This is an optimization exercise on Yosys and OpenROAD, whose aim is small area, not a production implementation.
In this exercise RTL edits were held to simulation tests only and were not proved equivalent to the original.
In every run shown here, the design's own scripts or RTL, not TritonCTS, make the clock network.
The clock port is modelled as an ideal driver, which makes a skipped or thinned clock tree look cheaper than it is; a real chip needs a root buffer or a tree.
No activity file was given, so power comes from the tool's default toggle rates.

**flow/run.sh**
```bash
#!/bin/bash
# Own layout flow: the standard ORFS flow, with
#  - synthesis mapped by an area-oriented abc script (flow/abc.script) and no
#    half/full-adder extraction; everything else in synth_recipe.tcl unchanged
#  - small buffers on the ports
#  - a clock tree of one buffer (flow/pre_cts.tcl)
set -euo pipefail
W=$PWD
cat > $W/my_synth.tcl <<EOS
proc abc {args} {
  set i [lsearch -exact \$args -script]
  if {\$i >= 0} { set args [lreplace \$args [expr {\$i + 1}] [expr {\$i + 1}] $W/flow/abc.script] }
  yosys abc {*}\$args
}
source $W/synth_recipe.tcl
EOS
export FLOW_CLK_BUF=sky130_fd_sc_hd__buf_6
export FLOW_CLK_K=3
bash standard.sh SYNTH_SCRIPT=$W/my_synth.tcl ADDER_MAP_FILE= \
  "BUFFER_PORTS_ARGS=-buffer_cell sky130_fd_sc_hd__buf_1" \
  PRE_CTS_TCL=$W/flow/pre_cts.tcl \
  finish > $W/standard.log 2>&1
```
**flow/abc.script**
```
strash
&get -n
&deepsyn -J 300 -S 2
&dch -f
&nf -R 1000 -a
&put
mfs3 -ae
topo
```
**flow/pre_cts.tcl**
```tcl
# Clock tree: the flip-flops are split into CLK_K groups by position (k-means);
# each group gets one clock buffer at its centroid, and the clock port drives
# only those buffers.
set block [ord::get_db_block]
set dbu [$block getDbUnitsPerMicron]
set k $::env(FLOW_CLK_K)
set pins {}
foreach it [[$block findNet clk] getITerms] {
  set loc [[$it getInst] getLocation]
  lappend pins [list [$it getName] [expr {double([lindex $loc 0]) / $dbu}] [expr {double([lindex $loc 1]) / $dbu}]]
}
set pins [lsort -real -index 1 $pins]
set n [llength $pins]
# initial centres: spread along x
set cents {}
for {set c 0} {$c < $k} {incr c} {
  set p [lindex $pins [expr {int(($c + 0.5) * $n / $k)}]]
  lappend cents [list [lindex $p 1] [lindex $p 2]]
}
for {set iter 0} {$iter < 20} {incr iter} {
  set groups {}
  for {set c 0} {$c < $k} {incr c} { lappend groups {} }
  foreach p $pins {
    set best 0
    set bd 1e30
    for {set c 0} {$c < $k} {incr c} {
      set cc [lindex $cents $c]
      set d [expr {abs([lindex $p 1] - [lindex $cc 0]) + abs([lindex $p 2] - [lindex $cc 1])}]
      if {$d < $bd} { set bd $d; set best $c }
    }
    lset groups $best [concat [lindex $groups $best] [list $p]]
  }
  set cents {}
  foreach g $groups {
    set sx 0.0
    set sy 0.0
    foreach p $g { set sx [expr {$sx + [lindex $p 1]}]; set sy [expr {$sy + [lindex $p 2]}] }
    set m [llength $g]
    if {$m == 0} { set m 1 }
    lappend cents [list [expr {$sx / $m}] [expr {$sy / $m}]]
  }
}
set c 0
foreach g $groups cc $cents {
  if {[llength $g] == 0} { continue }
  set loads {}
  foreach p $g { lappend loads [get_pins [lindex $p 0]] }
  puts "clock buffer $c: [llength $g] sinks at $cc"
  insert_buffer -buffer_cell $::env(FLOW_CLK_BUF) -net clk -load_pins $loads -location $cc -buffer_name clkbuf_$c -net_name clk_leaf_$c
  incr c
}
rename clock_tree_synthesis orig_clock_tree_synthesis
proc clock_tree_synthesis {args} {
  puts "clock_tree_synthesis skipped: the clock buffers were inserted by pre_cts.tcl"
}
```
**standard.sh**
```bash
#!/bin/bash
# synth_recipe.tcl (not shown) runs the flow's synth.tcl, then flattens the netlist and writes it again
# the make line also repeats each setting of config.mk as NAME=value (left out here)
make -C /OpenROAD-flow-scripts/flow DESIGN_CONFIG=/design/flow/config.mk WORK_HOME=/design/flow/orfs CLKGATE_MAP_FILE= SYNTH_SCRIPT=/design/flow/synth_recipe.tcl "${@:-finish}"
```
**config.mk**
```make
export PLATFORM = sky130hd
export DESIGN_NAME = stopwatch
export DESIGN_NICKNAME = stopwatch
export VERILOG_FILES = /design/flow/design.v
export SDC_FILE = /design/flow/constraint.sdc
export NUM_CORES = 4
export LEC_CHECK = 0
export CAP_MARGIN = 20
export CORE_MARGIN = 2
export CORE_UTILIZATION = 40
export SLEW_MARGIN = 20
```
**constraint.sdc**
```tcl
create_clock -name core_clock -period 10.0 [get_ports {clk}]
set_input_delay 2.0000 -clock core_clock [delete_from_list [all_inputs] [get_ports {clk}]]
set_output_delay 2.0000 -clock core_clock [all_outputs]
set_load 0.01 [all_outputs]
```
**design.v**
```verilog
module stopwatch (
    input clk,
    input pb_rst,
    input pb_pause,
    input sw_select,
    input sw_mode,
    output [6:0] seven_seg,
    output [3:0] anode_count,
    output [1:0] Led
);
  wire rst = pb_rst;
  reg [3:0] q;
  reg [9:0] b;
  reg par;
  reg [2:0] k;
  wire slot_end = ~q[2] & ~q[1] & ~q[0];
  wire [10:0] b_inc = {1'b0, b} + {10'd0, slot_end};
  wire tick = b_inc[10];
  wire [3:0] k_inc = {1'b0, k} + {3'd0, tick};
  wire k_wrap = k_inc[3];
  always @(posedge clk) begin
    if (rst) begin
      q <= 4'b0111;
      b <= 10'd1023;
      par <= 1'b0;
      k <= 3'd3;
    end else begin
      q <= {~q[2:0], q[3] ^ (q[2] & ~q[0])};
      b <= b_inc[9:0] | {5'd0, tick, tick, 3'd0};
      par <= par ^ tick;
      k <= k_inc[2:0] | {1'b0, k_wrap, k_wrap};
    end
  end
  wire clk10 = par ^ tick;
  reg [16:0] p;
  reg pause;
  wire p_x = (p == 17'h05555);
  always @(posedge clk) begin
    if (rst | ~pb_pause) p <= 17'h155d4;
    else p <= {~p[15:0], (p[16] ^ p[13]) | p_x};
    if (rst) pause <= 1'b0;
    else if (p_x) pause <= ~pause;
  end
  reg [3:0] s1;
  reg [2:0] s10;
  reg [3:0] m1;
  reg [2:0] m10;
  wire upd = tick & ~pause & ~k[2] & (~par | sw_mode);
  wire selmin = sw_mode & sw_select;
  wire s1_9 = s1[3] & s1[0];
  wire s_max = s1_9 & s10[2] & s10[0];
  wire m1_9 = m1[3] & m1[0];
  wire m_max = m1_9 & m10[2] & m10[0];
  wire m_63 = m10[2] & m10[1] & m1[1] & m1[0];
  wire s_inc = upd & ~selmin;
  wire m_inc = upd & (selmin | s_max);
  always @(posedge clk) begin
    if (rst) begin
      s1 <= 4'd0;
      s10 <= 3'd0;
      m1 <= 4'd0;
      m10 <= 3'd0;
    end else begin
      if (s_inc) begin
        if (s1_9) begin
          s1 <= 4'd0;
          s10 <= (s10[2] & s10[0]) ? 3'd0 : s10 + 3'd1;
        end else s1 <= s1 + 4'd1;
      end
      if (m_inc) begin
        if ((m_max & s_max) | m_63) begin
          m1 <= 4'd0;
          m10 <= 3'd0;
        end else if (m1_9) begin
          m1 <= 4'd0;
          m10 <= m10 + 3'd1;
        end else m1 <= m1 + 4'd1;
      end
    end
  end
  reg [3:0] dig;
  always @(*) begin
    case (b[1:0])
      2'd3: dig = {1'b0, m10};
      2'd0: dig = m1;
      2'd1: dig = {1'b0, s10};
      default: dig = s1;
    endcase
  end
  reg [6:0] seg;
  always @(*) begin
    case (dig)
      4'd0: seg = 7'b0000001;
      4'd1: seg = 7'b1001111;
      4'd2: seg = 7'b0010010;
      4'd3: seg = 7'b0000110;
      4'd4: seg = 7'b1001100;
      4'd5: seg = 7'b0100100;
      4'd6: seg = 7'b0100000;
      4'd7: seg = 7'b0001111;
      4'd8: seg = 7'b0000000;
      4'd9: seg = 7'b0000100;
      default: seg = 7'b1111111;
    endcase
  end
  wire show_min = b[1] ~^ b[0];
  wire blank = clk10 & sw_mode & ~pause & ~(sw_select ^ show_min);
  assign seven_seg = seg | {7{blank}};
  assign anode_count = {b[1:0] != 2'd3, b[1:0] != 2'd0, b[1:0] != 2'd1, b[1:0] != 2'd2};
  assign Led = {pause, rst};
endmodule
```
==> results of run 1 <==
[registers in the layout, indices dropped and copies added (netlist names)]
name   cells
par        1
m10        3
pause      1
p         17
q          4
s10        3
b         10
k          3
s1         4
m1         4
[cells in the mapped netlist]
| library cell | count | area, sq um |
|---|---|---|
| xor2_1 | 3 | 26.3 |
| nor2b_1 | 5 | 31.3 |
| xnor2_1 | 6 | 52.6 |
| or2_0 | 1 | 6.26 |
| a22oi_1 | 2 | 15.0 |
| nand4b_1 | 1 | 8.76 |
| dfxtp_1 | 50 | 1000 |
| o21ai_0 | 8 | 40.0 |
| nand2b_1 | 10 | 62.6 |
| a21o_1 | 1 | 7.51 |
| o21a_1 | 2 | 15.0 |
| nand2_1 | 30 | 113 |
| nand4_1 | 2 | 12.5 |
| o211ai_1 | 1 | 7.51 |
| or3_1 | 2 | 12.5 |
| a21boi_0 | 2 | 15.0 |
| nand3_1 | 3 | 15.0 |
| nor3_1 | 10 | 50.1 |
| and3_1 | 7 | 43.8 |
| nor2_1 | 28 | 105 |
| and2_0 | 5 | 31.3 |
| o31a_1 | 1 | 8.76 |
| a31oi_1 | 3 | 18.8 |
| a21oi_1 | 14 | 70.1 |
| clkinv_1 | 5 | 18.8 |
| nor4_1 | 1 | 6.26 |
| buf_4 | 2 | 15.0 |
| o21bai_1 | 4 | 30.0 |
| nor3b_1 | 3 | 22.5 |
| o22ai_1 | 4 | 25.0 |
| o32a_1 | 1 | 10.0 |
[metrics by stage]
step | hold WS, ns | worst slack [ns] | util [%] | cells
6_report | 0.394 | 4.49 | 44.1 | 290
2_1_floorplan | 0.358 | 4.77 | - | 217
5_1_grt | 0.407 | 4.06 | 44.1 | 290
3_5_place_dp | 0.370 | 4.54 | 43.4 | 287
4_1_cts | 0.368 | 4.54 | 44.1 | 290
3_3_place_gp | 0.367 | 4.63 | 43.4 | 287
[where the power goes]
part           internal (uW)  switching [uW]
registers                204            3.09
logic                   9.17            14.0
clock network           24.2            46.0
[cell type report, without the clock buffers]
cell class	count	area [sq um]
Sequential cell	50	1000
Multi-Input combinational cell	160	862
Timing Repair Buffer	18	71.3
Fill cell	474	2610
Inverter	5	18.8
Tap cell	54	67.6
[cells by family after synthesis]
family | after synthesis
AO/OA/AOI/OAI | 43
XOR/XNOR | 9
buffers and inverters | 7
flip-flops | 50
AND/OR/NAND/NOR | 108
[layer usage]
metal	vias up	GRT usage, %	wire, microns
met2	15	19.3	1290
met3	2	1.24	89
met1	627	19.7	1820
li1	783	-	-
met5	-	0	0
met4	0	1.23	38
[worst max path at each step]
| stage | start | slack [ns] | end |
|---|---|---|---|
| after floorplan | sw_select | 4.77 | seven_seg[3] |
| after global placement | sw_select | 4.63 | seven_seg[3] |
| after detailed placement | sw_select | 4.54 | seven_seg[3] |
| after CTS | sw_select | 4.54 | seven_seg[3] |
| after global routing | q[2]$_SDFF_PP1_ | 4.06 | seven_seg[3] |
| final | q[2]$_SDFF_PP1_ | 4.49 | seven_seg[3] |
==> flow_metrics.py, run 1 <==
metrics = {
    "power_and_ir_drop": {
        "totalPowerFinal_uw": 300,
        "leakagePower_uw": 0.000781,
        "cellPowerDensity_nw_per_um2": 146,
        "irDropWorstVdd_mv": 0.119,
    },
    "synth": {
        "netlist_instances": 217,
        "synth_seq_cells": 50,
        "synth-warning-count": 1,
        "synthMuxAreaShare_pct": 0,
        "synth_xor_xnor_area_share_pct": 4.16,
        "synth-simple-area-share_pct": 27.4,
        "synth_top_family_by_area": "simple AND/OR/NAND/NOR gates",
        "synth_compound_area_share_pct": 13.9,
        "netlist_area_sq_um": 1900,
        "synth_fa_ha_area_share_pct": 0,
        "avgSynthCellArea_sq_um": 8.74,
        "ys_seq_area_share_pct": 52.8,
        "syn_nets": 222,
        "yosysUniqueCellTypes": 31,
    },
    "timing": {
        "hold_viol": 0,
        "setup_viol": 0,
        "min_period_ns": 5.51,
        "fmaxAchievable_mhz": 182,
        "finalClockSkew_ns": 0.0168,
        "timing.slew.headroom_pct": 60.5,
        "rsz0062_at_grt": "no",
        "tns_ns": 0,
        "finalMaxSlewViolations": 0,
        "fin_crit_sh_pct": 55.1,
        "worst_pin_slew_ns": 0.592,
    },
    "floorplan": {
        "start_util_pct": 40.7,
        "die-area_sq_um": 5310,
        "die_width_microns": 72.9,
        "ios": 18,
        "row_count": 25,
        "fp.dieH_microns": 72.9,
        "core_sq_um": 4660,
    },
    "drt": {
        "route.vias.total": 1427,
        "viasPerCell": 4.92,
        "post_drt_wl_per_cell_microns": 11.2,
        "detail_route.first_pass.iterations": 4,
        "ant_nets": 0,
        "finalWirelength_microns": 3240,
        "drt_iter0_drc": 75,
        "drc_errors": 0,
    },
    "critical_path": {
        "cp-end-kind": "primary output",
        "cpPeakStageDelay_ns": 0.38,
        "crit_family": "simple AND/OR/NAND/NOR gates",
        "reg2reg_from": "q[2]$_SDFF_PP1_",
        "critical_path_depth": 13,
        "path_class": "reg2out",
        "r2r_setup_slack_ns": 6.41,
        "worst_r2r_path_depth": 15,
        "crit_slowest_cell": "o32a_1",
        "critPathMaxFanout": 6,
        "crit_buf_inv": 1,
        "r2r_end": "m1[2]$_SDFFE_PP0P_",
        "start_kind": "register",
        "worstPathRequired_ns": 8.00,
        "worstPathArrival_ns": 3.51,
        "crit_chain": "nor3_1 > nor2b_1 > nand2_1 > nor2_1 > and3_1 > and2_0 > and3_1 > xnor2_1 > o32a_1 > a21boi_0 > a21boi_0 > nand2b_1 > buf_1",
    },
    "clocking": {
        "cts.repair.resized": 0,
        "ctsHoldBuffers": 0,
        "clk_pin_slew_ns": 0.12,
        "cts_setup_buffers": 0,
        "worstSkewPairLatency_ns": 0.14,
    },
    "job": {
        "cap_violations": 0,
    },
    "layout": {
        "fin_nets": 243,
        "layout_commonest_cell": "dfxtp_1",
        "mostFrequentLayoutCells": "dfxtp_1, nand2_1, nor2_1",
        "stdcell_area_sq_um": 2050,
        "drive_above_1_share_pct": 1.69,
        "antenna_cells": 0,
        "area_growth_pct": 8.31,
    },
    "place": {
        "placed_cell_area_sq_um": 2020,
        "dp_hpwl_microns": 2430,
        "io_buffers": 17,
        "gp_congestion": 0.841,
    },
    "global_routing": {
        "globalRouteTotalUtil_pct": 12.6,
        "grt_max_degree": 32,
        "grt_pass1_wl_microns": 5600,
        "grt_pass1_vias": 1262,
        "antenna_found_initial": 0,
        "overflow": 0,
    },
    "status": {
        "status": "finished clean",
    },
    "min_path": {
        "hold_depth": 1,
        "min_path_type": "reg2reg",
        "holdPathEnd": "p[6]$_SDFF_PP1_",
        "hp-start": "p[5]$_SDFF_PP0_",
    },
}
==> inputs of run 2 (changes only) <==
--- a/flow/run.sh
+++ b/flow/run.sh
@@ -14,7 +14,7 @@
 }
 source $W/synth_recipe.tcl
 EOS
-export FLOW_CLK_BUF=sky130_fd_sc_hd__buf_6
+export FLOW_CLK_BUF=sky130_fd_sc_hd__clkbuf_8
 export FLOW_CLK_K=3
 bash standard.sh SYNTH_SCRIPT=$W/my_synth.tcl ADDER_MAP_FILE= \
   "BUFFER_PORTS_ARGS=-buffer_cell sky130_fd_sc_hd__buf_1" \
==> run 2 against run 1 <==
Still clean. Area after synthesis unchanged. Routed wire length unchanged. Die area unchanged. Clock skew down 0.0025 ns. First-iteration DRC count unchanged. Global-route usage about the same. Largest power group unchanged.
==> flow_metrics.py, run 2 <==
metrics = {
    "critical_path": {
        "path_class": "reg2out",
        "worstPathRequired_ns": 8.00,
        "worstSetupStartpoint": "q[2]$_SDFF_PP1_",
        "worst_r2r_path_depth": 15,
        "r2r_setup_slack_ns": 6.41,
        "start_kind": "register",
        "critPathMaxFanout": 6,
        "r2r_end": "m1[2]$_SDFFE_PP0P_",
        "critPathCapture": "seven_seg[3]",
        "worstPathArrival_ns": 3.53,
        "reg2reg_from": "q[2]$_SDFF_PP1_",
        "cp-end-kind": "primary output",
    },
    "synth": {
        "synth_ff_type": "dfxtp_1",
        "synth-simple-area-share_pct": 27.4,
        "synth_top_family_by_area": "simple AND/OR/NAND/NOR gates",
        "synth_compound_area_share_pct": 13.9,
        "yosysUniqueCellTypes": 31,
        "netlist_instances": 217,
        "yosysMostFrequentCell": "dfxtp_1",
        "ys_seq_area_share_pct": 52.8,
        "synthMuxAreaShare_pct": 0,
        "synth_edf_count": 0,
        "synth_seq_cells": 50,
        "synth_xor_xnor_area_share_pct": 4.16,
        "syn_nets": 222,
        "synth_top_cells_by_count": "dfxtp_1, nand2_1, nor2_1, a21oi_1",
        "yosysTopAreaCellShare_pct": 52.8,
        "synthArstFlopShare_pct": 0,
        "synth_fa_ha_area_share_pct": 0,
        "avgSynthCellArea_sq_um": 8.74,
        "synth.area.top_cells": "dfxtp_1, nand2_1, nor2_1, a21oi_1, nand2b_1",
        "synth-warning-count": 1,
        "synth.largest_area_cell": "dfxtp_1",
        "netlist_area_sq_um": 1900,
    },
    "timing": {
        "rsz0062_at_grt": "no",
        "finalClockSkew_ns": 0.0143,
        "setup_viol": 0,
        "hold_viol": 0,
        "timing.slew.headroom_pct": 60.5,
        "tns_ns": 0,
        "worst_pin_slew_ns": 0.592,
        "fin_crit_sh_pct": 55.3,
        "fmaxAchievable_mhz": 181,
        "finalMaxSlewViolations": 0,
        "min_period_ns": 5.53,
        "fin_hold_ws_ns": 0.392,
    },
    "power_and_ir_drop": {
        "leakagePower_uw": 0.000785,
        "irDropWorstVdd_mv": 0.122,
        "cellPowerDensity_nw_per_um2": 147,
    },
    "clocking": {
        "ctsHoldBuffers": 0,
        "clk_pin_slew_ns": 0.10,
        "worstSkewPairLatency_ns": 0.16,
        "cts.repair.resized": 0,
        "cts_setup_buffers": 0,
    },
    "layout": {
        "mostFrequentLayoutCells": "dfxtp_1, nand2_1, nor2_1",
        "layout_commonest_cell": "dfxtp_1",
        "area_growth_pct": 8.71,
        "antenna_cells": 0,
        "drive_above_1_share_pct": 1.69,
        "fin_nets": 243,
        "largest_reg_flops": 17,
        "reg.largest.list": "p x17, b x10",
        "regMostFlops": "p",
    },
    "drt": {
        "ant_nets": 0,
        "detail_route.first_pass.iterations": 4,
        "viasPerCell": 4.93,
        "route.vias.total": 1429,
        "drc_errors": 0,
        "drt_iter0_drc": 75,
        "post_drt_wl_per_cell_microns": 11.2,
        "finalWirelength_microns": 3240,
    },
    "floorplan": {
        "fp.dieH_microns": 72.9,
        "core_sq_um": 4660,
        "die-area_sq_um": 5310,
        "die_width_microns": 72.9,
        "ios": 18,
        "row_count": 25,
        "start_util_pct": 40.7,
    },
    "global_routing": {
        "antenna_found_initial": 0,
        "overflow": 0,
        "globalRouteTotalUtil_pct": 12.6,
        "grt_pass1_vias": 1262,
        "grt_max_degree": 32,
        "grt_pass1_wl_microns": 5600,
    },
    "min_path": {
        "min_path_type": "reg2reg",
    },
    "status": {
        "status": "finished clean",
    },
    "place": {
        "io_buffers": 17,
        "gp_congestion": 0.841,
        "dp_hpwl_microns": 2430,
    },
    "job": {
        "cap_violations": 0,
    },
}
==> run 2: cell counts after synthesis <==
No cell type changed its count.
==> run 2: layer usage <==
layer  track usage, %  vias up  wire [microns]
met5                0        -               0
li1                 -      783               -
met4             1.23        0              38
met1             19.7      629            1820
met3             1.38        2              87
met2             19.3       15            1290
==> run 2: worst min path at each step <==
stage | startpoint | end | slack (ns) | cells after the start
after floorplan | p[5]$_SDFF_PP0_ | p[6]$_SDFF_PP1_ | 0.36 | 1
after global placement | p[15]$_SDFF_PP0_ | p[16]$_SDFF_PP1_ | 0.37 | 1
after detailed placement | p[5]$_SDFF_PP0_ | p[6]$_SDFF_PP1_ | 0.37 | 1
after CTS | p[11]$_SDFF_PP0_ | p[12]$_SDFF_PP1_ | 0.37 | 1
after global routing | p[15]$_SDFF_PP0_ | p[16]$_SDFF_PP1_ | 0.40 | 1
final | p[5]$_SDFF_PP0_ | p[6]$_SDFF_PP1_ | 0.39 | 1
==> run 2: worst max-delay path: stages (launching register included) <==
cell and delay (ns):
dfxtp_1 0.34, nor3_1 0.34, nor2b_1 0.31, nand2_1 0.14, nor2_1 0.23, and3_1 0.24, and2_0 0.25, and3_1 0.33
xnor2_1 0.12, o32a_1 0.38, a21boi_0 0.16, a21boi_0 0.26, nand2b_1 0.13, buf_1 0.14
==> run 2: power by group <==
part           total [uW]  internal, uW  switching (uW)
registers             207           204            3.09
clock network        73.6          27.8            45.9
logic                23.2          9.17            14.0
==> run 2: cells by family after synthesis <==
family                 after synthesis
AND/OR/NAND/NOR                    108
flip-flops                          50
AO/OA/AOI/OAI                       43
XOR/XNOR                             9
buffers and inverters                7
==> run 2: through the flow <==
step                util (%)  std cells  worst slack, ns  power (uW)  cell area, sq um
floorplan                  -        217             4.77         227              1900
global placement        43.4        287             4.63         235              2020
global route            44.2        290             4.04         320              2060
detailed placement      43.4        287             4.54         235              2020
finish                  44.2        290             4.47         304              2060
CTS                     44.2        290             4.54         293              2060
==> run 2: area by class of cell, without the clock buffers <==
type                       instances  area [sq um]
fill                             472          2600
sequential                        50          1000
multi-input combinational        160           862
timing repair buffer              18          71.3
tap                               54          67.6
inverter                           5          18.8
==> inputs of run 3 (changes only) <==
==> flow/abc.script (replaced) <==
strash
&get -n
&deepsyn -T 30 -S 2
&dch -f
&nf -R 1000 -a
&put
==> run 3 against run 2 <==
Still clean. First-iteration DRC count increased by 2.7%. Clock power rose by 2%. Routed wire length fell by 0.19%. Core utilization grew 0.19 points. Critical endpoint unchanged. Largest power group unchanged. Highest routed layer unchanged.
==> flow_metrics.py, run 3 <==
metrics = {
    "drt": {
        "detail_route.first_pass.iterations": 5,
        "ant_nets": 0,
        "route.vias.total": 1444,
        "viasPerCell": 5.01,
        "finalWirelength_microns": 3240,
        "drt_iter0_drc": 77,
        "post_drt_wl_per_cell_microns": 11.2,
        "drc_errors": 0,
    },
    "timing": {
        "min_period_ns": 5.42,
        "rsz0062_at_grt": "no",
        "worst_pin_slew_ns": 0.554,
        "setup_viol": 0,
        "hold_viol": 0,
        "tns_ns": 0,
        "fmaxAchievable_mhz": 185,
        "fin_crit_sh_pct": 54.2,
        "finalMaxSlewViolations": 0,
        "timing.slew.headroom_pct": 63.0,
        "finalClockSkew_ns": 0.0293,
    },
    "synth": {
        "yosysTopAreaCellShare_pct": 52.5,
        "synth_edf_count": 0,
        "synth_ff_type": "dfxtp_1",
        "synthArstFlopShare_pct": 0,
        "synth.area.top_cells": "dfxtp_1, nand2_1, nor2_1, a21oi_1, nand2b_1",
        "yosysMostFrequentCell": "dfxtp_1",
        "synth_top_cells_by_count": "dfxtp_1, nand2_1, nor2_1, a21oi_1",
        "synth.largest_area_cell": "dfxtp_1",
        "synth-warning-count": 1,
        "yosysUniqueCellTypes": 33,
        "synth_seq_cells": 50,
        "netlist_instances": 215,
        "ys_seq_area_share_pct": 52.5,
        "avgSynthCellArea_sq_um": 8.86,
        "syn_nets": 220,
        "netlist_area_sq_um": 1910,
    },
    "critical_path": {
        "critPathMaxFanout": 6,
        "worstPathRequired_ns": 8.00,
        "cp-end-kind": "primary output",
        "path_class": "reg2out",
        "worstPathArrival_ns": 3.42,
        "start_kind": "register",
    },
    "layout": {
        "regArea_sq_um": 1000,
        "mostFrequentLayoutCells": "dfxtp_1, nand2_1, nor2_1",
        "largest_reg_flops": 17,
        "stdcell_area_sq_um": 2070,
        "antenna_cells": 0,
        "fin_nets": 241,
        "fillers": 458,
        "reg.largest.list": "p x17, b x10",
        "drive_above_1_share_pct": 1.71,
        "area_growth_pct": 8.67,
        "multi_input_area_sq_um": 878,
        "regMostFlops": "p",
        "layout_commonest_cell": "dfxtp_1",
    },
    "power_and_ir_drop": {
        "leakagePower_uw": 0.000778,
        "irDropWorstVdd_mv": 0.0759,
        "cellPowerDensity_nw_per_um2": 147,
    },
    "clocking": {
        "clk_pin_slew_ns": 0.11,
        "ctsHoldBuffers": 0,
        "worstSkewPairLatency_ns": 0.16,
        "cts.repair.resized": 0,
        "cts_setup_buffers": 0,
    },
    "place": {
        "placed_cell_area_sq_um": 2030,
        "io_buffers": 17,
        "gp_congestion": 0.727,
        "dp_hpwl_microns": 2420,
    },
    "global_routing": {
        "globalRouteTotalUtil_pct": 13.0,
        "grt_pass1_wl_microns": 5870,
        "grt_max_degree": 32,
        "overflow": 0,
        "grt_pass1_vias": 1345,
        "antenna_found_initial": 0,
    },
    "min_path": {
        "min_path_type": "reg2reg",
    },
    "floorplan": {
        "die_width_microns": 73.0,
        "row_count": 25,
        "start_util_pct": 40.9,
        "fp.dieH_microns": 73.0,
        "core_sq_um": 4660,
        "ios": 18,
        "die-area_sq_um": 5330,
    },
    "job": {
        "cap_violations": 0,
    },
    "status": {
        "status": "finished clean",
    },
}
==> run 3: worst paths after layout <==
path	start	to	slack, ns	cells after the start
hold reg to reg	p[3]$_SDFF_PP0_	p[4]$_SDFF_PP1_	0.37	1
setup reg to reg	q[2]$_SDFF_PP1_	m1[2]$_SDFFE_PP0P_	6.52	14
hold / removal	p[3]$_SDFF_PP0_	p[4]$_SDFF_PP1_	0.37	1
setup / recovery	q[2]$_SDFF_PP1_	seven_seg[3]	4.58	12
==> run 3: worst max-delay path: stages (launching register included) <==
cell	delay, ns
dfxtp_1	0.34
nor3_1	0.32
nor2b_1	0.33
and4_1	0.31
and3_1	0.21
and2_0	0.24
and3_1	0.32
xnor2_1	0.13
o32a_1	0.38
a21boi_0	0.15
a21boi_0	0.25
nand2b_1	0.14
buf_1	0.14
==> run 3: area by class of cell, without the clock buffers <==
| type | count | area share (%) |
|---|---|---|
| timing repair buffer | 18 | 3.44 |
| tap | 54 | 3.26 |
| sequential | 50 | 48.3 |
| inverter | 3 | 0.544 |
| multi-input combinational | 160 | 42.4 |
==> run 3: power by group <==
part	internal, uW	switching (uW)
Sequential	204	2.93
Combinational	9.21	13.9
Clock	27.8	47.6
Total	241	64.4
==> run 3: layer usage <==
metal	vias up	routed length, microns	GRT usage [%]
met5	-	0	0
met4	0	38	1.03
met3	3	84	1.24
met2	12	1430	21.6
met1	653	1680	19.0
li1	776	-	-
==> run 3: cell families (layout without fill, tap and decap cells) <==
family	after synthesis	after routing	synth area share [%]
and+or+nand+nor	108	108	28.0
DFF	50	50	52.5
AOI/OAI and AO/OA	43	43	13.9
xor gates and xnor gates	9	9	4.14
buffers and inverters	5	24	1.38
==> run 3: through the flow <==
stage | hold WS (ns) | total power [uW] | cells | util [%] | setup WS, ns
finish | 0.371 | 305 | 288 | 44.4 | 4.58
global route | 0.370 | 321 | 288 | 44.4 | 4.18
CTS | 0.366 | 293 | 288 | 44.4 | 4.58
detailed placement | 0.366 | 235 | 285 | 43.5 | 4.58
global placement | 0.361 | 235 | 285 | 43.5 | 4.63
floorplan | 0.353 | 227 | 215 | - | 4.77
==> inputs of run 4 (changes only) <==
--- a/design.v
+++ b/design.v
@@ -100,7 +100,12 @@
       4'd7: seg = 7'b0001111;
       4'd8: seg = 7'b0000000;
       4'd9: seg = 7'b0000100;
-      default: seg = 7'b1111111;
+      4'd10: seg = 7'b0010010;
+      4'd11: seg = 7'b0000110;
+      4'd12: seg = 7'b1001100;
+      4'd13: seg = 7'b0100100;
+      4'd14: seg = 7'b0100000;
+      default: seg = 7'b0001111;
     endcase
   end
   wire show_min = b[1] ~^ b[0];
--- a/flow/run.sh
+++ b/flow/run.sh
@@ -3,7 +3,8 @@
 #  - synthesis mapped by an area-oriented abc script (flow/abc.script) and no
 #    half/full-adder extraction; everything else in synth_recipe.tcl unchanged
 #  - small buffers on the ports
-#  - a clock tree of one buffer (flow/pre_cts.tcl)
+#  - a clock tree of FLOW_CLK_K buffers driven by the clock port (flow/pre_cts.tcl),
+#    made stronger if its slew comes near the limit (flow/post_cts.tcl)
 set -euo pipefail
 W=$PWD
 cat > $W/my_synth.tcl <<EOS
@@ -15,8 +16,10 @@
 source $W/synth_recipe.tcl
 EOS
 export FLOW_CLK_BUF=sky130_fd_sc_hd__clkbuf_8
+export FLOW_CLK_BUF_BIG=sky130_fd_sc_hd__clkbuf_16
+export FLOW_CLK_SLEW_PS=105
 export FLOW_CLK_K=3
 bash standard.sh SYNTH_SCRIPT=$W/my_synth.tcl ADDER_MAP_FILE= \
   "BUFFER_PORTS_ARGS=-buffer_cell sky130_fd_sc_hd__buf_1" \
-  PRE_CTS_TCL=$W/flow/pre_cts.tcl \
+  PRE_CTS_TCL=$W/flow/pre_cts.tcl POST_CTS_TCL=$W/flow/post_cts.tcl \
   finish > $W/standard.log 2>&1
==> flow/abc.script (replaced) <==
strash
&get -n
&deepsyn -J 300 -S 2
&dch -f
&nf -R 1000 -a
&put
mfs3 -ae
topo
==> flow/post_cts.tcl (new file) <==
proc clk_pin_slew_max {} {
  set_propagated_clock [all_clocks]
  estimate_parasitics -placement
  set worst 0.0
  foreach pin [all_registers -clock_pins] {
    foreach prop {slew_max_rise slew_max_fall} {
      set s [get_property $pin $prop]
      if {$s > $worst} { set worst $s }
    }
  }
  unset_propagated_clock [all_clocks]
  return [expr {$worst * 1000.0}]
}
set w [clk_pin_slew_max]
puts "clock pin slew (placement estimate): $w ps"
if {$w > $::env(FLOW_CLK_SLEW_PS)} {
  foreach inst [get_cells clkbuf_*] {
    replace_cell $inst $::env(FLOW_CLK_BUF_BIG)
  }
  detailed_placement
  set w [clk_pin_slew_max]
  puts "clock buffers swapped for $::env(FLOW_CLK_BUF_BIG); clock pin slew (placement estimate): $w ps"
}
--- a/flow/pre_cts.tcl
+++ b/flow/pre_cts.tcl
@@ -1,6 +1,6 @@
-# Clock tree: the flip-flops are split into CLK_K groups by position (k-means);
-# each group gets one clock buffer at its centroid, and the clock port drives
-# only those buffers.
+# Clock tree: the flip-flops are split into FLOW_CLK_K groups of nearly equal
+# size by position (k-means with a capacity per group); each group gets one
+# clock buffer at its centroid, and the clock port drives only those buffers.
 set block [ord::get_db_block]
 set dbu [$block getDbUnitsPerMicron]
 set k $::env(FLOW_CLK_K)
@@ -11,24 +11,35 @@
 }
 set pins [lsort -real -index 1 $pins]
 set n [llength $pins]
-# initial centres: spread along x
+set cap [expr {($n + $k - 1) / $k}]
 set cents {}
 for {set c 0} {$c < $k} {incr c} {
   set p [lindex $pins [expr {int(($c + 0.5) * $n / $k)}]]
   lappend cents [list [lindex $p 1] [lindex $p 2]]
 }
-for {set iter 0} {$iter < 20} {incr iter} {
-  set groups {}
-  for {set c 0} {$c < $k} {incr c} { lappend groups {} }
-  foreach p $pins {
-    set best 0
-    set bd 1e30
+for {set iter 0} {$iter < 30} {incr iter} {
+  # all sink-centre pairs, nearest first; assign while the centre has room
+  set pairs {}
+  for {set i 0} {$i < $n} {incr i} {
+    set p [lindex $pins $i]
     for {set c 0} {$c < $k} {incr c} {
       set cc [lindex $cents $c]
-      set d [expr {abs([lindex $p 1] - [lindex $cc 0]) + abs([lindex $p 2] - [lindex $cc 1])}]
-      if {$d < $bd} { set bd $d; set best $c }
+      lappend pairs [list [expr {abs([lindex $p 1] - [lindex $cc 0]) + abs([lindex $p 2] - [lindex $cc 1])}] $i $c]
     }
-    lset groups $best [concat [lindex $groups $best] [list $p]]
+  }
+  set pairs [lsort -real -index 0 $pairs]
+  set owner [lrepeat $n -1]
+  set count [lrepeat $k 0]
+  foreach pr $pairs {
+    lassign $pr d i c
+    if {[lindex $owner $i] >= 0 || [lindex $count $c] >= $cap} { continue }
+    lset owner $i $c
+    lset count $c [expr {[lindex $count $c] + 1}]
+  }
+  set groups [lrepeat $k {}]
+  for {set i 0} {$i < $n} {incr i} {
+    set c [lindex $owner $i]
+    lset groups $c [concat [lindex $groups $c] [list [lindex $pins $i]]]
   }
   set cents {}
   foreach g $groups {
==> run 4 against run 3 <==
Die area shrank 0.25%. Cell count grew 1.0%. Flip-flop and latch count is the same. Clock power grew 38%. Sequential power grew 3%. Design area grew 1.4%. Via count grew 2.2%. Largest power group unchanged. Worst setup slack gained 0.29 ns. Global-route usage grew 0.54 points. Critical path type unchanged. Area after synthesis shrank 0.26%. Combinational power grew to 2.8 times the previous value. First-iteration DRC count shrank 29%.
==> flow_metrics.py, run 4 <==
metrics = {
    "critical_path": {
        "cp-end-kind": "primary output",
        "worstPathRequired_ns": 8.00,
        "worst_r2r_path_depth": 16,
        "path_class": "reg2out",
        "crit_slowest_cell": "or3_1",
        "start_kind": "register",
        "cpPeakStageDelay_ns": 0.45,
        "critPathMaxFanout": 7,
        "critPathMostFrequentCell": "and3_1",
        "worstPathArrival_ns": 3.13,
        "crit_chain": "nor3_1 > nor2b_1 > nand2_1 > nor2_1 > and3_1 > and2_0 > and3_1 > xnor2_1 > or3_1 > o21ai_0 > buf_1",
    },
    "drt": {
        "detail_route.first_pass.iterations": 6,
        "drt_iter0_drc": 55,
        "route.vias.total": 1476,
        "finalWirelength_microns": 3420,
        "post_drt_wl_per_cell_microns": 11.8,
        "ant_nets": 0,
        "drc_errors": 0,
        "viasPerCell": 5.07,
    },
    "layout": {
        "fin_nets": 244,
        "mostFrequentLayoutCells": "dfxtp_1, nand2_1, nor2_1",
        "fillers": 478,
        "regMostFlops": "p",
        "post-route-util_pct": 45.0,
        "stdcell_area_sq_um": 2100,
        "drive_above_1_share_pct": 1.69,
        "layout_commonest_cell": "dfxtp_1",
        "area_growth_pct": 10.5,
        "reg.largest.list": "p x17, b x10",
        "antenna_cells": 0,
        "largest_reg_flops": 17,
    },
    "synth": {
        "synth-warning-count": 1,
        "yosysTopAreaCellShare_pct": 52.7,
        "synthArstFlopShare_pct": 0,
        "yosysMostFrequentCell": "dfxtp_1",
        "ys_seq_area_share_pct": 52.7,
        "syn_nets": 223,
        "synth.area.top_cells": "dfxtp_1, nand2_1, nor2_1, a21oi_1, nand2b_1",
        "synth.largest_area_cell": "dfxtp_1",
        "synth_top_cells_by_count": "dfxtp_1, nand2_1, nor2_1, a21oi_1, nand2b_1",
        "netlist_area_sq_um": 1900,
        "yosysUniqueCellTypes": 29,
        "synth_ff_type": "dfxtp_1",
        "avgSynthCellArea_sq_um": 8.72,
        "netlist_instances": 218,
        "synth_edf_count": 0,
        "synth_seq_cells": 50,
    },
    "power_and_ir_drop": {
        "cellPowerDensity_nw_per_um2": 183,
        "totalPowerFinal_uw": 384,
        "irDropWorstVdd_mv": 0.145,
        "leakagePower_uw": 0.000800,
    },
    "clocking": {
        "clk_pin_slew_ns": 0.07,
        "worstSkewPairLatency_ns": 0.14,
    },
    "floorplan": {
        "die_width_microns": 72.9,
        "row_count": 25,
        "fp.dieH_microns": 72.9,
        "core_sq_um": 4660,
        "start_util_pct": 40.8,
        "ios": 18,
        "die-area_sq_um": 5320,
    },
    "timing": {
        "worst_pin_slew_ns": 0.602,
        "hold_viol": 0,
        "rsz0062_at_grt": "no",
        "fin_crit_sh_pct": 51.3,
        "finalClockSkew_ns": 0.00471,
        "min_period_ns": 5.13,
        "tns_ns": 0,
        "fmaxAchievable_mhz": 195,
        "finalMaxSlewViolations": 0,
        "timing.slew.headroom_pct": 59.8,
        "setup_viol": 0,
    },
    "global_routing": {
        "globalRouteTotalUtil_pct": 13.5,
        "grt_max_degree": 34,
        "antenna_found_initial": 0,
        "grt_pass1_wl_microns": 6010,
        "overflow": 0,
        "grt_pass1_vias": 1357,
    },
    "place": {
        "dp_hpwl_microns": 2520,
        "io_buffers": 17,
        "gp_congestion": 0.798,
        "placed_cell_area_sq_um": 2020,
    },
    "status": {
        "status": "finished clean",
    },
    "job": {
        "cap_violations": 0,
    },
    "min_path": {
        "min_path_type": "reg2reg",
        "hold_depth": 1,
    },
}
[run 4: layout make-up, without the clock buffers]
cell class / count / area (sq um) / area share [%]
inverter: 6 / 22.5 / 1.07
timing repair buffer: 18 / 71.3 / 3.40
tap: 54 / 67.6 / 3.22
multi-input combinational: 160 / 862 / 41.1
sequential: 50 / 1000 / 47.7
[run 4: path summary, 6_finish.rpt]
check | start | endpoint | slack, ns
worst max-delay path | q[2]$_SDFF_PP1_ | seven_seg[4] | 4.87
worst max register to register | q[2]$_SDFF_PP1_ | m10[2]$_SDFFE_PP0P_ | 6.13
worst min-delay path | p[11]$_SDFF_PP0_ | p[12]$_SDFF_PP1_ | 0.38
worst min register to register | p[11]$_SDFF_PP0_ | p[12]$_SDFF_PP1_ | 0.38
[run 4: layer usage]
metal	vias to the layer above	part of all wire [%]	track usage [%]
met3	5	3.1	1.38
met4	0	1.8	1.85
met2	16	41	21.8
met5	-	0	0
met1	669	55	20.1
li1	786	-	-
[run 4: critical path, delay by kind of cell (launching register included)]
kind	cells	cell delay, ns
AOI/OAI and AO/OA	1	0.11
xor gates and xnor gates	1	0.11
buffers and inverters	1	0.17
DFF	1	0.33
and+or+nand+nor	8	2.27
[run 4: logic make-up (layout without fill, tap and decap cells)]
family                 after synthesis  in the layout  synth area share (%)
AND/OR/NAND/NOR                    108            108                  27.7
XOR/XNOR                             9              9                  4.15
flip-flops                          50             50                  52.7
AO/OA/AOI/OAI                       43             43                  13.5
buffers and inverters                8             27                  1.97
[run 4: stage by stage]
stage | std cells | worst slack [ns] | hold WS [ns]
after global placement | 288 | 5.00 | 0.365
after floorplan | 218 | 5.27 | 0.358
after detailed placement | 288 | 4.97 | 0.368
final | 291 | 4.87 | 0.381
after global routing | 291 | 4.48 | 0.394
[run 4: power breakdown]
group / total [uW] / leakage (uW) / internal (uW) / switching (uW)
clock network: 104 / 0.0000370 / 54.1 / 49.7
logic: 66.0 / 0.000356 / 25.6 / 40.4
registers: 214 / 0.000408 / 208 / 6.10
total: 384 / 0.000800 / 287 / 96.2
==> inputs of run 5 (changes only) <==
--- a/flow/run.sh
+++ b/flow/run.sh
@@ -17,7 +17,7 @@
 EOS
 export FLOW_CLK_BUF=sky130_fd_sc_hd__clkbuf_8
 export FLOW_CLK_BUF_BIG=sky130_fd_sc_hd__clkbuf_16
-export FLOW_CLK_SLEW_PS=105
+export FLOW_CLK_SLEW_PS=118
 export FLOW_CLK_K=3
 bash standard.sh SYNTH_SCRIPT=$W/my_synth.tcl ADDER_MAP_FILE= \
   "BUFFER_PORTS_ARGS=-buffer_cell sky130_fd_sc_hd__buf_1" \
==> run 5 against run 4 <==
Critical endpoint unchanged. Flip-flop and latch count unchanged. Clock power decreased by 26%. Largest power group unchanged. Synthesized cell count unchanged. Design area decreased by 1.6%. Register-to-register slack got worse by 0.02 ns. First-iteration DRC count increased by 20%.
==> flow_metrics.py, run 5 <==
metrics = {
    "status": {
        "status": "finished clean",
    },
    "power_and_ir_drop": {
        "totalPowerFinal_uw": 357,
        "irDropWorstVdd_mv": 0.121,
        "leakagePower_uw": 0.000785,
        "cellPowerDensity_nw_per_um2": 173,
    },
    "timing": {
        "worst_pin_slew_ns": 0.606,
        "min_period_ns": 5.16,
        "rsz0062_at_grt": "no",
        "finalClockSkew_ns": 0.00526,
        "timing.slew.headroom_pct": 59.5,
        "tns_ns": 0,
        "fin_crit_sh_pct": 51.6,
        "setup_viol": 0,
        "setup_ws_ns": 4.84,
        "finalMaxSlewViolations": 0,
        "fmaxAchievable_mhz": 194,
        "hold_viol": 0,
    },
    "critical_path": {
        "cp-end-kind": "primary output",
        "r2r_end": "m10[2]$_SDFFE_PP0P_",
        "critPathMaxFanout": 7,
        "worstPathRequired_ns": 8.00,
        "reg2reg_from": "q[2]$_SDFF_PP1_",
        "worstPathArrival_ns": 3.16,
        "worstSetupStartpoint": "q[2]$_SDFF_PP1_",
        "worst_r2r_path_depth": 16,
        "path_class": "reg2out",
        "start_kind": "register",
        "r2r_setup_slack_ns": 6.11,
    },
    "place": {
        "gp_congestion": 0.798,
        "dp_cells": 288,
        "post-place-ws_ns": 4.97,
        "dp_hpwl_microns": 2520,
        "io_buffers": 17,
    },
    "global_routing": {
        "grt_pass1_wl_microns": 6010,
        "overflow": 0,
        "antenna_found_initial": 0,
        "globalRouteTotalUtil_pct": 13.5,
        "grt_max_degree": 34,
        "grt_pass1_vias": 1352,
    },
    "synth": {
        "syn_nets": 223,
        "synth_top_cells_by_count": "dfxtp_1, nand2_1, nor2_1, a21oi_1, nand2b_1",
        "yosysTopAreaCellShare_pct": 52.7,
        "yosysUniqueCellTypes": 29,
        "netlist_area_sq_um": 1900,
        "synth_seq_cells": 50,
        "netlist_instances": 218,
        "synth-warning-count": 1,
        "synthArstFlopShare_pct": 0,
        "yosysMostFrequentCell": "dfxtp_1",
        "ys_seq_area_share_pct": 52.7,
        "synth.area.top_cells": "dfxtp_1, nand2_1, nor2_1, a21oi_1, nand2b_1",
        "synth_edf_count": 0,
        "synth_ff_type": "dfxtp_1",
        "synth.largest_area_cell": "dfxtp_1",
        "avgSynthCellArea_sq_um": 8.72,
    },
    "layout": {
        "area_growth_pct": 8.69,
        "regMostFlops": "p",
        "mostFrequentLayoutCells": "dfxtp_1, nand2_1, nor2_1",
        "finalNonFillerCells": 291,
        "multi_input_area_sq_um": 862,
        "fin_nets": 244,
        "antenna_cells": 0,
        "fillers": 482,
        "regArea_sq_um": 1000,
        "largest_reg_flops": 17,
        "layout_commonest_cell": "dfxtp_1",
        "drive_above_1_share_pct": 1.69,
        "reg.largest.list": "p x17, b x10",
    },
    "drt": {
        "drt-met1-wl_microns": 1830,
        "top_layer": "met4",
        "dr_wl_met2_microns": 1420,
        "finalWirelength_microns": 3410,
        "route.vias.total": 1482,
        "ant_nets": 0,
        "drt_iter0_drc": 66,
        "dr_wl_met3_microns": 103,
        "post_drt_wl_per_cell_microns": 11.7,
        "drc_errors": 0,
        "viasPerCell": 5.09,
        "detail_route.first_pass.iterations": 4,
    },
    "clocking": {
        "worstSkewPairLatency_ns": 0.16,
        "clk_pin_slew_ns": 0.10,
    },
    "floorplan": {
        "ios": 18,
        "start_util_pct": 40.8,
        "die_width_microns": 72.9,
        "core_sq_um": 4660,
        "die-area_sq_um": 5320,
        "row_count": 25,
        "fp.dieH_microns": 72.9,
    },
    "min_path": {
        "hp-start": "p[11]$_SDFF_PP0_",
        "hold_depth": 1,
        "min_path_type": "reg2reg",
        "holdPathEnd": "p[12]$_SDFF_PP1_",
    },
    "job": {
        "cap_violations": 0,
    },
}
## run 5: final cells by class, without the clock buffers
cell class	count	share of cell area [%]
Inverter	6	1.09
Sequential cell	50	48.5
Timing Repair Buffer	18	3.45
Tap cell	54	3.27
Multi-Input combinational cell	160	41.7
## run 5: where the power goes
part | switching (uW) | internal, uW | leakage [uW]
Sequential | 6.08 | 208 | 0.000408
Clock | 49.4 | 27.9 | 0.0000216
Combinational | 40.3 | 25.6 | 0.000356
## run 5: per-layer routing
layer	vias to the layer above	global-route usage, %
met2	16	21.7
li1	786	-
met5	-	0
met3	4	1.38
met1	676	20.2
met4	0	1.85
## run 5: cell families (layout without fill, tap and decap cells)
family	count (synthesis)	count (layout)	synth area share [%]
DFF	50	50	52.7
and+or+nand+nor	108	108	27.7
buffers and inverters	8	27	1.97
AOI/OAI and AO/OA	43	43	13.5
xor gates and xnor gates	9	9	4.15
## run 5: how the worst max path moves through the flow
| stage | endpoint | slack [ns] | cells past startpoint |
|---|---|---|---|
| 2_1_floorplan | seven_seg[4] | 5.27 | 4 |
| 3_5_place_dp | seven_seg[4] | 4.97 | 6 |
| 6_report | seven_seg[4] | 4.84 | 11 |
| 3_3_place_gp | seven_seg[4] | 5.00 | 6 |
| 5_1_grt | seven_seg[2] | 4.43 | 11 |
## run 5: worst max-delay path, cell delays in order (launching register included)
cell and delay, ns:
dfxtp_1 0.34, nor3_1 0.34, nor2b_1 0.30, nand2_1 0.14, nor2_1 0.24, and3_1 0.23
and2_0 0.24, and3_1 0.32, xnor2_1 0.11, or3_1 0.45, o21ai_0 0.11, buf_1 0.17
## run 5: through the flow
step,utilization [%],instance area [sq um],hold WS [ns]
detailed placement,43.4,2020,0.368
global route,44.3,2070,0.402
finish,44.3,2070,0.389
floorplan,-,1900,0.358
global placement,43.4,2020,0.365
==> inputs of run 6 (changes only) <==
--- a/flow/run.sh
+++ b/flow/run.sh
@@ -15,8 +15,8 @@
 }
 source $W/synth_recipe.tcl
 EOS
-export FLOW_CLK_BUF=sky130_fd_sc_hd__clkbuf_8
-export FLOW_CLK_BUF_BIG=sky130_fd_sc_hd__clkbuf_16
+export FLOW_CLK_BUF=sky130_fd_sc_hd__buf_6
+export FLOW_CLK_BUF_UP="sky130_fd_sc_hd__clkbuf_8 sky130_fd_sc_hd__clkbuf_16"
 export FLOW_CLK_SLEW_PS=118
 export FLOW_CLK_K=3
 bash standard.sh SYNTH_SCRIPT=$W/my_synth.tcl ADDER_MAP_FILE= \
--- a/flow/post_cts.tcl
+++ b/flow/post_cts.tcl
@@ -13,11 +13,12 @@
 }
 set w [clk_pin_slew_max]
 puts "clock pin slew (placement estimate): $w ps"
-if {$w > $::env(FLOW_CLK_SLEW_PS)} {
+foreach cell $::env(FLOW_CLK_BUF_UP) {
+  if {$w <= $::env(FLOW_CLK_SLEW_PS)} { break }
   foreach inst [get_cells clkbuf_*] {
-    replace_cell $inst $::env(FLOW_CLK_BUF_BIG)
+    replace_cell $inst $cell
   }
   detailed_placement
   set w [clk_pin_slew_max]
-  puts "clock buffers swapped for $::env(FLOW_CLK_BUF_BIG); clock pin slew (placement estimate): $w ps"
+  puts "clock buffers swapped for $cell; clock pin slew (placement estimate): $w ps"
 }
==> run 6 against run 5 <==
Via count is 0.81% lower. Clock skew hardly changed. Highest routed layer unchanged. Largest cell class unchanged. Power is 1.0% lower. Still clean. Area after synthesis stayed put. Sequential share of layout area is 0.18 points higher. Combinational power hardly changed. First-iteration DRC count is 14% lower. Clock power is 4.7% lower. Worst hold slack better by 0.0012 ns. Register-to-register slack hardly changed. Maximum frequency is 0.33% higher.
==> flow_metrics.py, run 6 <==
metrics = {
    "layout": {
        "antenna_cells": 0,
        "mostFrequentLayoutCells": "dfxtp_1, nand2_1, nor2_1",
        "largest_reg_flops": 17,
        "reg.largest.list": "p x17, b x10",
        "area_growth_pct": 8.29,
        "regMostFlops": "p",
        "drive_above_1_share_pct": 1.69,
        "layout_commonest_cell": "dfxtp_1",
        "fin_nets": 244,
    },
    "floorplan": {
        "row_count": 25,
        "start_util_pct": 40.8,
        "core_sq_um": 4660,
        "die_width_microns": 72.9,
        "ios": 18,
        "die-area_sq_um": 5320,
        "fp.dieH_microns": 72.9,
    },
    "critical_path": {
        "r2r_setup_slack_ns": 6.11,
        "critPathMaxFanout": 7,
        "start_kind": "register",
        "r2r_end": "m10[2]$_SDFFE_PP0P_",
        "cp-end-kind": "primary output",
        "worstPathArrival_ns": 3.15,
        "path_class": "reg2out",
        "worstPathRequired_ns": 8.00,
        "worst_r2r_path_depth": 16,
        "reg2reg_from": "q[2]$_SDFF_PP1_",
    },
    "global_routing": {
        "grt_max_degree": 34,
        "globalRouteTotalUtil_pct": 13.5,
        "antenna_found_initial": 0,
        "grt_pass1_wl_microns": 6010,
        "overflow": 0,
        "grt_pass1_vias": 1352,
    },
    "synth": {
        "synth.area.top_cells": "dfxtp_1, nand2_1, nor2_1, a21oi_1, nand2b_1",
        "synth-warning-count": 1,
        "synth.largest_area_cell": "dfxtp_1",
        "netlist_area_sq_um": 1900,
        "synth_seq_cells": 50,
        "yosysUniqueCellTypes": 29,
        "avgSynthCellArea_sq_um": 8.72,
        "synth_edf_count": 0,
        "synth_top_cells_by_count": "dfxtp_1, nand2_1, nor2_1, a21oi_1, nand2b_1",
        "synth_ff_type": "dfxtp_1",
        "yosysTopAreaCellShare_pct": 52.7,
        "synthArstFlopShare_pct": 0,
        "syn_nets": 223,
        "ys_seq_area_share_pct": 52.7,
        "netlist_instances": 218,
        "yosysMostFrequentCell": "dfxtp_1",
    },
    "place": {
        "gp_congestion": 0.798,
        "post-place-ws_ns": 4.97,
        "io_buffers": 17,
        "dp_hpwl_microns": 2520,
    },
    "min_path": {
        "min_path_type": "reg2reg",
        "holdPathEnd": "p[12]$_SDFF_PP1_",
        "hp-start": "p[11]$_SDFF_PP0_",
        "hold_depth": 1,
    },
    "timing": {
        "rsz0062_at_grt": "no",
        "fmaxAchievable_mhz": 194,
        "worst_pin_slew_ns": 0.606,
        "finalClockSkew_ns": 0.00541,
        "finalMaxSlewViolations": 0,
        "timing.slew.headroom_pct": 59.5,
        "hold_viol": 0,
        "min_period_ns": 5.15,
        "fin_crit_sh_pct": 51.5,
        "setup_viol": 0,
        "tns_ns": 0,
        "setup_ws_ns": 4.85,
    },
    "power_and_ir_drop": {
        "p_seq_share_pct": 60.5,
        "leakagePower_uw": 0.000781,
        "cellPowerDensity_nw_per_um2": 172,
        "p_sw_share_pct": 27.1,
        "irDropWorstVdd_mv": 0.116,
        "clockPowerShare_pct": 20.8,
        "p_comb_share_pct": 18.7,
        "p_int_uw": 258,
        "switching_power_uw": 95.7,
    },
    "drt": {
        "finalWirelength_microns": 3420,
        "ant_nets": 0,
        "detail_route.first_pass.iterations": 4,
        "drt_iter0_drc": 57,
        "post_drt_wl_per_cell_microns": 11.7,
        "viasPerCell": 5.05,
        "drc_errors": 0,
        "route.vias.total": 1470,
    },
    "clocking": {
        "clk_pin_slew_ns": 0.11,
        "worstSkewPairLatency_ns": 0.13,
    },
    "job": {
        "cap_violations": 0,
    },
    "status": {
        "status": "finished clean",
    },
}
## run 6: kinds of logic (layout without fill, tap and decap cells)
kind of cell	after synthesis	in the layout	synth area share, %
AO/OA/AOI/OAI	43	43	13.5
XOR/XNOR	9	9	4.15
buffers and inverters	8	27	1.97
flip-flops	50	50	52.7
AND/OR/NAND/NOR	108	108	27.7
## run 6: layout make-up, without the clock buffers
| type | instances | area [sq um] |
|---|---|---|
| Fill cell | 486 | 2600 |
| Sequential cell | 50 | 1000 |
| Multi-Input combinational cell | 160 | 862 |
| Timing Repair Buffer | 18 | 71.3 |
| Tap cell | 54 | 67.6 |
| Inverter | 6 | 22.5 |
## run 6: critical path, cell delays in order, from the launching register on
cell and delay, ns:
dfxtp_1 0.34, nor3_1 0.35, nor2b_1 0.30, nand2_1 0.14, nor2_1 0.24, and3_1 0.24
and2_0 0.24, and3_1 0.32, xnor2_1 0.11, or3_1 0.45, o21ai_0 0.11, buf_1 0.17
## run 6: worst max-delay path by stage
| stage | from | to | slack (ns) | depth (start not counted) |
|---|---|---|---|---|
| 3_3_place_gp | sw_select | seven_seg[4] | 5.00 | 6 |
| 2_1_floorplan | sw_select | seven_seg[4] | 5.27 | 4 |
| 6_report | q[2]$_SDFF_PP1_ | seven_seg[4] | 4.85 | 11 |
| 3_5_place_dp | sw_select | seven_seg[4] | 4.97 | 6 |
| 5_1_grt | q[2]$_SDFF_PP1_ | seven_seg[2] | 4.45 | 11 |
## run 6: power by group through the flow
stage	registers, uW	logic (uW)	clock network, uW
floorplan	217	47.1	0
global placement	218	65.5	0
detailed placement	219	66.5	0
global route	216	76.0	83.9
finish	214	65.9	73.6
## run 6: through the flow
step | util (%) | cells | cell area, sq um | total power, uW | hold WS (ns)
after floorplan | - | 218 | 1900 | 264 | 0.358
after global routing | 44.2 | 291 | 2060 | 375 | 0.404
after global placement | 43.4 | 288 | 2020 | 284 | 0.365
after detailed placement | 43.4 | 288 | 2020 | 285 | 0.368
final | 44.2 | 291 | 2060 | 353 | 0.390
## run 6: layer usage
metal / part of all wire [%] / wire [microns] / GRT usage, %
met2: 41 / 1420 / 21.7
met4: 1.8 / 60 / 1.85
met3: 3.0 / 103 / 1.38
met1: 54 / 1840 / 20.2
met5: 0 / 0 / 0
==> inputs of run 7 (changes only) <==
--- a/flow/run.sh
+++ b/flow/run.sh
@@ -15,10 +15,10 @@
 }
 source $W/synth_recipe.tcl
 EOS
-export FLOW_CLK_BUF=sky130_fd_sc_hd__buf_6
-export FLOW_CLK_BUF_UP="sky130_fd_sc_hd__clkbuf_8 sky130_fd_sc_hd__clkbuf_16"
+export FLOW_CLK_BUF=sky130_fd_sc_hd__buf_4
+export FLOW_CLK_BUF_UP="sky130_fd_sc_hd__buf_6 sky130_fd_sc_hd__clkbuf_8 sky130_fd_sc_hd__clkbuf_16"
 export FLOW_CLK_SLEW_PS=118
-export FLOW_CLK_K=3
+export FLOW_CLK_K=4
 bash standard.sh SYNTH_SCRIPT=$W/my_synth.tcl ADDER_MAP_FILE= \
   "BUFFER_PORTS_ARGS=-buffer_cell sky130_fd_sc_hd__buf_1" \
   PRE_CTS_TCL=$W/flow/pre_cts.tcl POST_CTS_TCL=$W/flow/post_cts.tcl \
==> run 7 against run 6 <==
Register-to-register slack better by 0.02 ns. Area after synthesis unchanged. Still clean on timing, DRC and antenna. Largest cell class unchanged. Clock power up 9.4%. Core utilization up 0.24 points. Die area unchanged. Critical path depth unchanged. Sequential share of layout area down 0.26 points. Routed wire length about the same. Clock skew up 0.0028 ns. Cell count up 0.34%. Sequential power about the same.
==> flow_metrics.py, run 7 <==
metrics = {
    "drt": {
        "finalWirelength_microns": 3420,
        "detail_route.first_pass.iterations": 4,
        "route.vias.total": 1483,
        "post_drt_wl_per_cell_microns": 11.7,
        "ant_nets": 0,
        "viasPerCell": 5.08,
        "drt_iter0_drc": 61,
        "drc_errors": 0,
    },
    "layout": {
        "fin_nets": 245,
        "fillers": 480,
        "reg.largest.list": "p x17, b x10",
        "regArea_sq_um": 1000,
        "mostFrequentLayoutCells": "dfxtp_1, nand2_1, nor2_1",
        "multi_input_area_sq_um": 862,
        "regMostFlops": "p",
        "antenna_cells": 0,
        "largest_reg_flops": 17,
        "drive_above_1_share_pct": 2.10,
        "area_growth_pct": 8.89,
        "layout_commonest_cell": "dfxtp_1",
    },
    "floorplan": {
        "die_width_microns": 72.9,
        "ios": 18,
        "core_sq_um": 4660,
        "row_count": 25,
        "die-area_sq_um": 5320,
        "fp.dieH_microns": 72.9,
        "start_util_pct": 40.8,
    },
    "synth": {
        "synth.area.top_cells": "dfxtp_1, nand2_1, nor2_1, a21oi_1, nand2b_1",
        "synthArstFlopShare_pct": 0,
        "synth.largest_area_cell": "dfxtp_1",
        "synth_fa_ha_area_share_pct": 0,
        "synth_seq_cells": 50,
        "netlist_instances": 218,
        "synth_compound_area_share_pct": 13.5,
        "synthMuxAreaShare_pct": 0,
        "synth-warning-count": 1,
        "synth_xor_xnor_area_share_pct": 4.15,
        "yosysUniqueCellTypes": 29,
        "yosysMostFrequentCell": "dfxtp_1",
        "yosysTopAreaCellShare_pct": 52.7,
        "netlist_area_sq_um": 1900,
        "ys_seq_area_share_pct": 52.7,
        "syn_nets": 223,
        "synth_ff_type": "dfxtp_1",
        "synth_top_cells_by_count": "dfxtp_1, nand2_1, nor2_1, a21oi_1, nand2b_1",
        "synth_edf_count": 0,
        "synth_top_family_by_area": "simple AND/OR/NAND/NOR gates",
        "avgSynthCellArea_sq_um": 8.72,
        "synth-simple-area-share_pct": 27.7,
    },
    "critical_path": {
        "r2r_setup_slack_ns": 6.13,
        "worstPathArrival_ns": 3.12,
        "worstPathRequired_ns": 8.00,
        "reg2reg_from": "q[2]$_SDFF_PP1_",
        "path_class": "reg2out",
        "r2r_end": "m10[2]$_SDFFE_PP0P_",
        "worstSetupStartpoint": "q[2]$_SDFF_PP1_",
        "cp-end-kind": "primary output",
        "critPathCapture": "seven_seg[4]",
        "worst_r2r_path_depth": 16,
        "start_kind": "register",
        "critPathMaxFanout": 7,
    },
    "global_routing": {
        "grt_pass1_wl_microns": 5980,
        "overflow": 0,
        "grt_max_degree": 34,
        "grt_pass1_vias": 1358,
        "antenna_found_initial": 0,
        "globalRouteTotalUtil_pct": 13.4,
    },
    "place": {
        "post-place-ws_ns": 4.97,
        "io_buffers": 17,
        "dp_hpwl_microns": 2520,
        "gp_congestion": 0.798,
    },
    "timing": {
        "fin_crit_sh_pct": 51.2,
        "tns_ns": 0,
        "rsz0062_at_grt": "no",
        "fmaxAchievable_mhz": 195,
        "min_period_ns": 5.12,
        "setup_viol": 0,
        "worst_pin_slew_ns": 0.604,
        "finalMaxSlewViolations": 0,
        "hold_viol": 0,
        "timing.slew.headroom_pct": 59.6,
        "finalClockSkew_ns": 0.00822,
        "setup_ws_ns": 4.88,
    },
    "power_and_ir_drop": {
        "totalPowerFinal_uw": 361,
        "p_seq_share_pct": 59.4,
        "clockPowerShare_pct": 22.3,
        "p_int_uw": 266,
        "leakagePower_uw": 0.000787,
        "p_comb_share_pct": 18.3,
        "p_sw_share_pct": 26.3,
        "switching_power_uw": 94.9,
        "irDropWorstVdd_mv": 0.0868,
        "cellPowerDensity_nw_per_um2": 174,
    },
    "clocking": {
        "worstSkewPairLatency_ns": 0.12,
        "clk_pin_slew_ns": 0.09,
    },
    "job": {
        "cap_violations": 0,
    },
    "min_path": {
        "hp-start": "p[7]$_SDFF_PP1_",
        "min_path_type": "reg2reg",
    },
    "status": {
        "status": "finished clean",
    },
}
run 7: cell counts after synthesis:
No cell type changed its count.
run 7: worst min-delay path by stage:
stage,endpoint,slack [ns],cells past startpoint
after floorplan,p[6]$_SDFF_PP1_,0.36,1
after global placement,p[8]$_SDFF_PP1_,0.37,1
after detailed placement,p[8]$_SDFF_PP1_,0.37,1
after global routing,p[16]$_SDFF_PP1_,0.40,1
final,p[8]$_SDFF_PP1_,0.38,1
run 7: metal layers:
metal  up-vias  GRT usage [%]  share of wire [%]
met5         -              0                  0
met4         0           1.65                1.6
met3         7           1.80                3.5
met2        15           21.2                 41
met1       673           20.1                 54
li1        788              -                  -
run 7: layout make-up, without the clock buffers:
class,instances,share of cell area [%]
well taps,54,3.26
flip-flops and latches,50,48.4
inverters,6,1.09
multi-input cells,160,41.7
repair buffers,18,3.45
run 7: logic make-up (layout without fill, tap and decap cells):
| group | count (synthesis) | count (layout) |
|---|---|---|
| buffers and inverters | 8 | 28 |
| AO/OA/AOI/OAI | 43 | 43 |
| XOR/XNOR | 9 | 9 |
| AND/OR/NAND/NOR | 108 | 108 |
| flip-flops | 50 | 50 |
run 7: power groups by stage:
stage / Sequential (uW) / Clock [uW] / Combinational [uW]
floorplan: 217 / 0 / 47.1
global placement: 218 / 0 / 65.5
detailed placement: 219 / 0 / 66.5
global route: 216 / 90.0 / 76.0
finish: 214 / 80.5 / 66.0
run 7: worst max-delay path: stages, from the launching register on:
cell     delay, ns
dfxtp_1       0.33
nor3_1        0.34
nor2b_1       0.30
nand2_1       0.14
nor2_1        0.24
and3_1        0.23
and2_0        0.25
and3_1        0.32
xnor2_1       0.11
or3_1         0.45
o21ai_0       0.11
buf_1         0.17
run 7: metrics by stage:
| step | area, sq um | utilization [%] | hold WS (ns) | cells |
|---|---|---|---|---|
| after floorplan | 1900 | - | 0.358 | 218 |
| after global placement | 2020 | 43.4 | 0.365 | 288 |
| after detailed placement | 2020 | 43.4 | 0.368 | 288 |
| after global routing | 2070 | 44.4 | 0.398 | 292 |
| final | 2070 | 44.4 | 0.375 | 292 |

## re-timing with driven ports
No port has a modelled driver above. Below, the same layouts with a new extraction and two added sets of constraints. Step 1, drivers: a clkbuf_16 drives clk and a buf_2 each remaining input, both assumed. Step 2 times the ports against the registers' clock, not the clock port: input delays grow and output delays shrink by t, the midpoint of the rising clock arrivals with the driver on. Slacks: ideal ports / drivers / drivers and shift; pairs: ideal ports / drivers.
run | t, ns | setup WS [ns] | worst setup path after step 2 | latest minus earliest clock arrival (ns) | worst data-port slew with drivers (ns)
run 1 | 0.178 | 4.493 / 4.445 / 4.512 | input to output | 0.018 / 0.019 | 0.04
run 2 | 0.197 | 4.473 / 4.428 / 4.512 | input to output | 0.016 / 0.016 | 0.04
run 3 | 0.192 | 4.580 / 4.538 / 4.552 | input to output | 0.030 / 0.029 | 0.04
run 4 | 0.194 | 4.872 / 4.814 / 4.933 | input to output | 0.006 / 0.005 | 0.04
run 5 | 0.201 | 4.837 / 4.790 / 4.935 | input to output | 0.006 / 0.006 | 0.04
run 6 | 0.180 | 4.854 / 4.805 / 4.934 | input to output | 0.006 / 0.006 | 0.04
run 7 | 0.172 | 4.878 / 4.820 / 4.936 | input to output | 0.009 / 0.008 | 0.04
After both steps every run listed still meets setup and hold. The setup slack of run 3, which loses most, moves by -0.042 ns with the drivers and by -0.028 ns with both steps.
